Background: an optimization exercise with open tools, aiming at small area. Do not read the settings as production practice. Function was checked by simulation only, so behaviour that the tests miss may differ from the original. No driver is modelled on the clock port, so clocking that relies on it looks cheaper here than on a real chip. Power is estimated from default activity; no workload was simulated.

== the previous run ==
==> flow/design.v (excerpt) <==
module gf1
	(
	input MCLK,
	input CLK,  
	input IOW,
	input IOR,
	input CS1,  
	input CS2,  
	input DACK1,  
	input DACK2,  
	input RESET,
	output WAIT,
	output DRQ1,
	output DRQ2,
	output IRQ1,
	output IRQ2,
	output IRQ3,
	input DMA_TC,
	input [15:0] DATA_i,
	output [15:0] DATA_o,
	input IO16,
	input [3:0] ADDRESS,
	output BUSA_LOW,
	output BUSA_HIGH,
	input [7:0] DRAM_DATA_i,
	output [7:0] DRAM_DATA_o,
	output reg DRAM_WE,
	output reg DRAM_RAS,
	output [8:0] DRAM_ADDR,
	output DRAM_CAS0,
	output DRAM_CAS1,
	output DRAM_CAS2,
	output DRAM_CAS3,
	output DAC_DATA,
	output reg DAC_CLK,
	output reg DAC_LR,
	output reg DAC_LR2
	);
==> flow/config.mk <==
export PLATFORM = sky130hd
export DESIGN_NAME = gf1
export DESIGN_NICKNAME = gf1
export VERILOG_FILES = /design/flow/design.v
export SDC_FILE = /design/flow/constraint.sdc
export NUM_CORES = 8
export LEC_CHECK = 0
export CAP_MARGIN = 20
export CORE_MARGIN = 2
export CORE_UTILIZATION = 60
export PLACE_DENSITY = 0.7
export SLEW_MARGIN = 20
export SYNTH_MEMORY_MAX_BITS = 16384
==> flow/constraint.sdc <==
create_clock -name core_clock -period 15.0 [get_ports {MCLK}]
set_input_delay 3.0000 -clock core_clock [delete_from_list [all_inputs] [get_ports {MCLK}]]
set_output_delay 3.0000 -clock core_clock [all_outputs]
set_load 0.01 [all_outputs]
standard.sh (not shown) runs the stock make flow with config.mk's settings and CLKGATE_MAP_FILE= SYNTH_SCRIPT=/design/flow/synth_recipe.tcl, a recipe that flattens the netlist after the stock synthesis.
==> flow/flow/run.sh <==
#!/bin/bash
# Own layout flow: the standard synthesis, its combinational logic re-mapped
# for area (registers untouched), then the standard layout with its own
# clock tree settings. Each tool's output goes to a log file here.
set -euo pipefail
HERE=$(pwd)
RES=$HERE/orfs/results/$FLOW_PLATFORM/gf1/base
LIB=$FLOW_HOME/platforms/$FLOW_PLATFORM/lib/sky130_fd_sc_hd__tt_025C_1v80.lib
CFG=$FLOW_HOME/platforms/$FLOW_PLATFORM/config.mk

# 1. standard synthesis
bash standard.sh "$RES/1_2_yosys.v" > "$HERE/log_1_synth.txt" 2>&1
cp "$RES/1_2_yosys.v" "$HERE/synth_standard.v"

# 2. re-map the combinational logic
SEQ=$(grep -oE 'sky130_fd_sc_hd__[a-z0-9_]+' "$RES/1_2_yosys.v" | sort -u | grep -E '__(e|s|se)?df|__dl' | tr '\n' ' ')
DU=$(sed -n '/DONT_USE_CELLS += /,/^#/p' "$CFG" | grep -oE 'sky130_fd_sc_hd__[a-z0-9_]+' | sed 's/^/-dont_use /' | tr '\n' ' ')
sed -e "s#{LIB}#$LIB#g" -e "s#{NETLIST}#$RES/1_2_yosys.v#g" -e "s#{TOP}#$FLOW_TOP#g" \
    -e "s#{SEQ}#$SEQ#g" -e "s#{DONTUSE}#$DU#g" -e "s#{ABCSCRIPT}#$HERE/flow/area.abc#g" \
    flow/remap.ys > "$HERE/remap_run.ys"
yosys -l "$HERE/log_2_remap.txt" -q "$HERE/remap_run.ys" > /dev/null 2>&1

# 3. the rest of the standard layout, with the clock tree settings below
CTS="-sink_clustering_enable -repair_clock_nets -dont_use_dummy_load -sink_clustering_size ${CTS_SIZE:-24} -sink_clustering_max_diameter ${CTS_DIAM:-100}"
bash standard.sh "CTS_ARGS=$CTS" "BUFFER_PORTS_ARGS=-buffer_cell sky130_fd_sc_hd__buf_1" finish > "$HERE/log_3_layout.txt" 2>&1
==> flow/flow/area.abc <==
&get -n
&st
&dc2
&dch -f
&nf -R 1000
&put
mfs2 -W 4 -M 5000
&get -n
&st
&dch -f
&nf -R 1000
&put
==> flow/flow/remap.ys <==
# Re-maps the combinational logic of the standard synthesis netlist for area.
# The flip-flops (dfxtp/edfxtp and any other sequential cell) are kept as they are.
read_liberty -ignore_miss_func {LIB}
read_verilog {NETLIST}
hierarchy -top {TOP}
blackbox {SEQ}
flatten
opt_clean
abc -liberty {LIB} {DONTUSE} -script {ABCSCRIPT}
opt_clean -purge
hilomap -singleton -hicell sky130_fd_sc_hd__conb_1 HI -locell sky130_fd_sc_hd__conb_1 LO
insbuf -buf sky130_fd_sc_hd__buf_4 A X
splitnets
opt_clean -purge
stat -liberty {LIB}
write_verilog -noattr -noexpr -nohex -nodec {NETLIST}
Relative to the previous run, the following input files were edited for the current run:
-- flow/flow/run.sh --
<<< the previous run, line 24
CTS="-sink_clustering_enable -repair_clock_nets -dont_use_dummy_load -sink_clustering_size ${CTS_SIZE:-24} -sink_clustering_max_diameter ${CTS_DIAM:-100}"
>>> the current run, line 24
CTS="-sink_clustering_enable -repair_clock_nets -dont_use_dummy_load -sink_clustering_size ${CTS_SIZE:-26} -sink_clustering_max_diameter ${CTS_DIAM:-80}"
-- flow/flow/area.abc --
<<< the previous run, line 13
>>> the current run, line 13
mfs2 -W 4 -M 5000
&get -n
&st
&dch -f
&nf -R 1000
&put
==> comparison <==
- ~same share of the clock period used by the worst path after layout in the current run and the previous run
- Layout cell share with drive strength beyond 1 across the current run and the previous run: no real change.
- Diff the previous run -> the current run: power went up; power density relative to cell area went up.
- Where summed area of non-filler cells in the final layout is concerned, the previous run is outperformed by the current run.
- Core area delta (the previous run -> the current run): insignificant
- For aggregate routed wire length, the current run and the previous run come out practically identical.
- Any difference in fmax between the previous run and the current run is small enough to ignore.
- On combined area of all synthesized cells, the current run and the previous run are basically level.
- Looking at worst hold margin, the current run sits 0.016 ns below the previous run.
- The current run -> the previous run: die outline height flat


Setup of pepper:
gf1, a different RTL version from the one above (not shown whole).
Size in the first run: ~90 I/O pins, roughly 190000 um^2 of cells after synthesis.
==> flow/config.mk <==
export PLATFORM = sky130hd
export DESIGN_NAME = gf1
export DESIGN_NICKNAME = gf1
export VERILOG_FILES = /design/flow/design.v
export SDC_FILE = /design/flow/constraint.sdc
export NUM_CORES = 8
export LEC_CHECK = 0
export CAP_MARGIN = 20
export CORE_MARGIN = 2
export CORE_UTILIZATION = 60
export PLACE_DENSITY = 0.7
export SLEW_MARGIN = 20
export SYNTH_MEMORY_MAX_BITS = 16384
==> flow/constraint.sdc <==
create_clock -name core_clock -period 15.0 [get_ports {MCLK}]
set_input_delay 3.0000 -clock core_clock [delete_from_list [all_inputs] [get_ports {MCLK}]]
set_output_delay 3.0000 -clock core_clock [all_outputs]
set_load 0.01 [all_outputs]
==> flow/flow/run.sh <==
#!/bin/bash
# Own layout flow: the standard synthesis, its combinational logic re-mapped
# for area (registers untouched), then the standard layout with its own
# clock tree settings. Each tool's output goes to a log file here.
set -euo pipefail
HERE=$(pwd)
RES=$HERE/orfs/results/$FLOW_PLATFORM/gf1/base
LIB=$FLOW_HOME/platforms/$FLOW_PLATFORM/lib/sky130_fd_sc_hd__tt_025C_1v80.lib
CFG=$FLOW_HOME/platforms/$FLOW_PLATFORM/config.mk

# 1. standard synthesis
bash standard.sh "$RES/1_2_yosys.v" > "$HERE/log_1_synth.txt" 2>&1
cp "$RES/1_2_yosys.v" "$HERE/synth_standard.v"

# 2. re-map the combinational logic
SEQ=$(grep -oE 'sky130_fd_sc_hd__[a-z0-9_]+' "$RES/1_2_yosys.v" | sort -u | grep -E '__(e|s|se)?df|__dl' | tr '\n' ' ')
DU=$(sed -n '/DONT_USE_CELLS += /,/^#/p' "$CFG" | grep -oE 'sky130_fd_sc_hd__[a-z0-9_]+' | sed 's/^/-dont_use /' | tr '\n' ' ')
sed -e "s#{LIB}#$LIB#g" -e "s#{NETLIST}#$RES/1_2_yosys.v#g" -e "s#{TOP}#$FLOW_TOP#g" \
    -e "s#{SEQ}#$SEQ#g" -e "s#{DONTUSE}#$DU#g" -e "s#{ABCSCRIPT}#$HERE/flow/area.abc#g" \
    flow/remap.ys > "$HERE/remap_run.ys"
yosys -l "$HERE/log_2_remap.txt" -q "$HERE/remap_run.ys" > /dev/null 2>&1

# 3. the rest of the standard layout, with the clock tree settings below
CTS="-sink_clustering_enable -repair_clock_nets -dont_use_dummy_load -sink_clustering_size ${CTS_SIZE:-28} -sink_clustering_max_diameter ${CTS_DIAM:-100}"
bash standard.sh "CTS_ARGS=$CTS" "BUFFER_PORTS_ARGS=-buffer_cell sky130_fd_sc_hd__buf_1" finish > "$HERE/log_3_layout.txt" 2>&1
==> flow/flow/area.abc <==
&get -n
&st
&dc2
&dch -f
&nf -R 1000
&put
mfs2 -W 4 -M 5000
&get -n
&st
&dch -f
&nf -R 1000
&put
mfs2 -W 4 -M 5000
&get -n
&st
&dch -f
&nf -R 1000
&put
Scripts as last shown in full above: flow/flow/remap.ys
#### Input delta (tundra over pepper)
# pepper
export LEC_CHECK = 0
export CAP_MARGIN = 20
export CORE_MARGIN = 2
export CORE_UTILIZATION = 60
export PLACE_DENSITY = 0.7
export SLEW_MARGIN = 20
export SYNTH_MEMORY_MAX_BITS = 16384
create_clock -name core_clock -period 15.0 [get_ports {MCLK}]
# tundra
export LEC_CHECK = 0
export CAP_MARGIN = 20
export CORE_MARGIN = 2
export CORE_UTILIZATION = 65
export PLACE_DENSITY = 0.75
export SLEW_MARGIN = 20
export SYNTH_MEMORY_MAX_BITS = 16384
create_clock -name core_clock -period 15.0 [get_ports {MCLK}]
--- a/flow/flow/run.sh
+++ b/flow/flow/run.sh
@@ -9,0 +10 @@
+PORTS="BUFFER_PORTS_ARGS=-buffer_cell sky130_fd_sc_hd__buf_1"
@@ -23,3 +24,19 @@
-# 3. the rest of the standard layout, with the clock tree settings below
-CTS="-sink_clustering_enable -repair_clock_nets -dont_use_dummy_load -sink_clustering_size ${CTS_SIZE:-28} -sink_clustering_max_diameter ${CTS_DIAM:-100}"
-bash standard.sh "CTS_ARGS=$CTS" "BUFFER_PORTS_ARGS=-buffer_cell sky130_fd_sc_hd__buf_1" finish > "$HERE/log_3_layout.txt" 2>&1
+BASE_CTS="-sink_clustering_enable -repair_clock_nets -dont_use_dummy_load"
+CHOSEN=""
+i=0
+for cfg in "32 100" "30 100 -clustering_exponent 2" "30 90" "29 100" "28 100" "26 80"; do
+  i=$((i+1))
+  set -- $cfg
+  ARGS="$BASE_CTS -sink_clustering_size $1 -sink_clustering_max_diameter $2 ${*:3}"
+  rm -f "$RES/4_1_cts.odb" "$RES/4_cts.odb" "$RES/4_cts.sdc"
+  bash standard.sh "CTS_ARGS=$ARGS" "$PORTS" cts > "$HERE/log_3_cts_try$i.txt" 2>&1
+  ODB="$RES/4_1_cts.odb" SDC="$RES/4_cts.sdc" openroad -no_init -exit flow/clkslew.tcl > "$HERE/log_3_slew_try$i.txt" 2>&1 || true
+  S=$(awk '/^CLKSLEW/{print $2}' "$HERE/log_3_slew_try$i.txt")
+  CHOSEN="$ARGS"
+  echo "try $i: $ARGS: slew $S" >> "$HERE/log_3_cts_chosen.txt"
+  if awk -v s="$S" 'BEGIN{exit !(s != "" && s <= 0.112)}'; then break; fi
+done
+echo "chosen: $CHOSEN" >> "$HERE/log_3_cts_chosen.txt"
+
+# 4. the rest of the standard layout
+bash standard.sh "CTS_ARGS=$CHOSEN" "$PORTS" finish > "$HERE/log_4_layout.txt" 2>&1
--- a/flow/flow/area.abc
+++ b/flow/flow/area.abc
@@ -18,0 +19,6 @@
+mfs2 -W 4 -M 5000
+&get -n
+&st
+&dch -f
+&nf -R 1000
+&put
==> flow/flow/clkslew.tcl (new file) <==
# Largest flip-flop clock-pin slew after clock tree synthesis, with placement parasitics.
set plat $::env(FLOW_HOME)/platforms/$::env(FLOW_PLATFORM)
read_lef $plat/lef/sky130_fd_sc_hd.tlef
read_lef $plat/lef/sky130_fd_sc_hd_merged.lef
read_liberty $plat/lib/sky130_fd_sc_hd__tt_025C_1v80.lib
read_db $::env(ODB)
read_sdc $::env(SDC)
source $plat/setRC.tcl
estimate_parasitics -placement
set mx 0
foreach p [get_pins -hierarchical */CLK] {
  set s [get_property $p slew_max]
  if {$s > $mx} { set mx $s }
}
puts "CLKSLEW $mx"
Notes after the runs:
Compared tundra against pepper; non-clock buffering overhead in the final layout within noise. tundra reports a lower part of the total power dissipated in the clock network than pepper does. From pepper to tundra the numbers moved as follows: pin count of the biggest net entering global routing down 15; count of clock-buffer cells in the layout went down by 1. Taking pepper as the reference, in tundra standard cell area after detailed placement fell by 0.46%, setup slack now smaller, global placer's final weighted congestion shows a reduction of 0.040, power now sits higher.
diff inputs: tundra => onyx
# tundra
export LEC_CHECK = 0
export CAP_MARGIN = 20
export CORE_MARGIN = 2
export CORE_UTILIZATION = 65
export PLACE_DENSITY = 0.75
export SLEW_MARGIN = 20
export SYNTH_MEMORY_MAX_BITS = 16384
create_clock -name core_clock -period 15.0 [get_ports {MCLK}]
# onyx
export LEC_CHECK = 0
export CAP_MARGIN = 20
export CORE_MARGIN = 2
export CORE_UTILIZATION = 60
export PLACE_DENSITY = 0.7
export SLEW_MARGIN = 20
export SYNTH_MEMORY_MAX_BITS = 16384
create_clock -name core_clock -period 15.0 [get_ports {MCLK}]
--- a/flow/flow/run.sh
+++ b/flow/flow/run.sh
@@ -10 +9,0 @@
-PORTS="BUFFER_PORTS_ARGS=-buffer_cell sky130_fd_sc_hd__buf_1"
@@ -24,19 +23,3 @@
-BASE_CTS="-sink_clustering_enable -repair_clock_nets -dont_use_dummy_load"
-CHOSEN=""
-i=0
-for cfg in "32 100" "30 100 -clustering_exponent 2" "30 90" "29 100" "28 100" "26 80"; do
-  i=$((i+1))
-  set -- $cfg
-  ARGS="$BASE_CTS -sink_clustering_size $1 -sink_clustering_max_diameter $2 ${*:3}"
-  rm -f "$RES/4_1_cts.odb" "$RES/4_cts.odb" "$RES/4_cts.sdc"
-  bash standard.sh "CTS_ARGS=$ARGS" "$PORTS" cts > "$HERE/log_3_cts_try$i.txt" 2>&1
-  ODB="$RES/4_1_cts.odb" SDC="$RES/4_cts.sdc" openroad -no_init -exit flow/clkslew.tcl > "$HERE/log_3_slew_try$i.txt" 2>&1 || true
-  S=$(awk '/^CLKSLEW/{print $2}' "$HERE/log_3_slew_try$i.txt")
-  CHOSEN="$ARGS"
-  echo "try $i: $ARGS: slew $S" >> "$HERE/log_3_cts_chosen.txt"
-  if awk -v s="$S" 'BEGIN{exit !(s != "" && s <= 0.112)}'; then break; fi
-done
-echo "chosen: $CHOSEN" >> "$HERE/log_3_cts_chosen.txt"
-
-# 4. the rest of the standard layout
-bash standard.sh "CTS_ARGS=$CHOSEN" "$PORTS" finish > "$HERE/log_4_layout.txt" 2>&1
+# 3. the rest of the standard layout, with the clock tree settings below
+CTS="-sink_clustering_enable -repair_clock_nets -dont_use_dummy_load -sink_clustering_size ${CTS_SIZE:-26} -sink_clustering_max_diameter ${CTS_DIAM:-80}"
+bash standard.sh "CTS_ARGS=$CTS" "BUFFER_PORTS_ARGS=-buffer_cell sky130_fd_sc_hd__buf_1" finish > "$HERE/log_3_layout.txt" 2>&1
--- a/flow/flow/area.abc
+++ b/flow/flow/area.abc
@@ -19,6 +18,0 @@
-mfs2 -W 4 -M 5000
-&get -n
-&st
-&dch -f
-&nf -R 1000
-&put
removed: flow/flow/clkslew.tcl
==> run summary <==
- Having completed the whole flow, onyx delivered a layout that passed the timing, design-rule and antenna checks.
- tundra has a higher part of the cycle the worst path needs than onyx.
- Summary — total global-route track usage, onyx relative to tundra: lower, by 2.6 points.
- [compare] base=tundra new=onyx: fraction of power consumed by the clock network now larger; leakage power total now larger; layout overhead on the synthesized area now larger.
- Comparing setup slack for tundra and onyx, the bigger number came from onyx.
- Compared to tundra, the routing of onyx uses more wire.
- Of tundra and onyx, the lower row count belongs to tundra.
- Die height of onyx exceeds that of tundra by a few percent.
The following lists how quartz was set up differently from onyx:
# onyx
export LEC_CHECK = 0
export CAP_MARGIN = 20
export CORE_MARGIN = 2
export CORE_UTILIZATION = 60
export PLACE_DENSITY = 0.7
export SLEW_MARGIN = 20
export SYNTH_MEMORY_MAX_BITS = 16384
create_clock -name core_clock -period 15.0 [get_ports {MCLK}]
# quartz
export LEC_CHECK = 0
export CAP_MARGIN = 20
export CORE_MARGIN = 2
export CORE_UTILIZATION = 65
export PLACE_DENSITY = 0.75
export SLEW_MARGIN = 20
export SYNTH_MEMORY_MAX_BITS = 16384
create_clock -name core_clock -period 15.0 [get_ports {MCLK}]
--- a/flow/flow/run.sh
+++ b/flow/flow/run.sh
@@ -24 +24 @@
-CTS="-sink_clustering_enable -repair_clock_nets -dont_use_dummy_load -sink_clustering_size ${CTS_SIZE:-26} -sink_clustering_max_diameter ${CTS_DIAM:-80}"
+CTS="-sink_clustering_enable -repair_clock_nets -dont_use_dummy_load -sink_clustering_size ${CTS_SIZE:-28} -sink_clustering_max_diameter ${CTS_DIAM:-100}"
--- a/flow/flow/area.abc
+++ b/flow/flow/area.abc
@@ -18,0 +19,6 @@
+mfs2 -W 4 -M 5000
+&get -n
+&st
+&dch -f
+&nf -R 1000
+&put
==> run summary <==
In quartz, total clock network power is lower than in onyx. | die area | quartz vs onyx | about 8% lower |. Relative to onyx, the clock period minus final worst setup slack of quartz is higher by 1.08 ns. Met2 track demand over resource: quartz vs onyx up 3.2 points. Summary of quartz over onyx: gate count of the mapped netlist was more or less identical, cell area after synthesis saw little to no change, post-layout instance area -0.69%, final cell count fell 373, number of sequential cells in the layout was more or less identical. Relative to onyx, the share of power burned in combinational logic of quartz is higher by 1.3 points.

==> port drivers added, routing unchanged <==
The flow's constraints put no driver on any port. The routed layouts listed below were extracted and timed again, unchanged, in two steps. Step 1 assumes that a clkbuf_16 drives the clock port and a buf_2 every other input. Step 2 also shifts input and output timing later by t, the mid clock arrival at the registers, as if the neighbouring blocks saw the same clock. a / b / c = no drivers / after step 1 / after step 2; a / b = the first two.
run	shift t [ns]	slack for setup (ns)	hold slack, ns	worst setup path at the end	pins driven straight from the clock port
the previous run	1.038	6.173 / 6.173 / 5.780	0.308 / 0.308 / 0.308	input to register	1
the current run	1.017	6.168 / 6.168 / 5.247	0.291 / 0.291 / 0.291	input to register	1
pepper	1.034	6.121 / 6.121 / 5.733	0.287 / 0.287 / 0.287	input to register	1
tundra	1.034	4.973 / 4.973 / 4.973	0.303 / 0.303 / 0.303	register to register	1
onyx	1.046	6.050 / 6.050 / 5.793	0.306 / 0.306 / 0.306	input to register	1
quartz	1.034	4.973 / 4.973 / 4.973	0.303 / 0.303 / 0.303	register to register	1
After both steps every run listed still meets setup and hold. For the current run, which loses most, drivers alone change the setup slack by 0.000 ns; drivers and shift together by -0.921 ns.
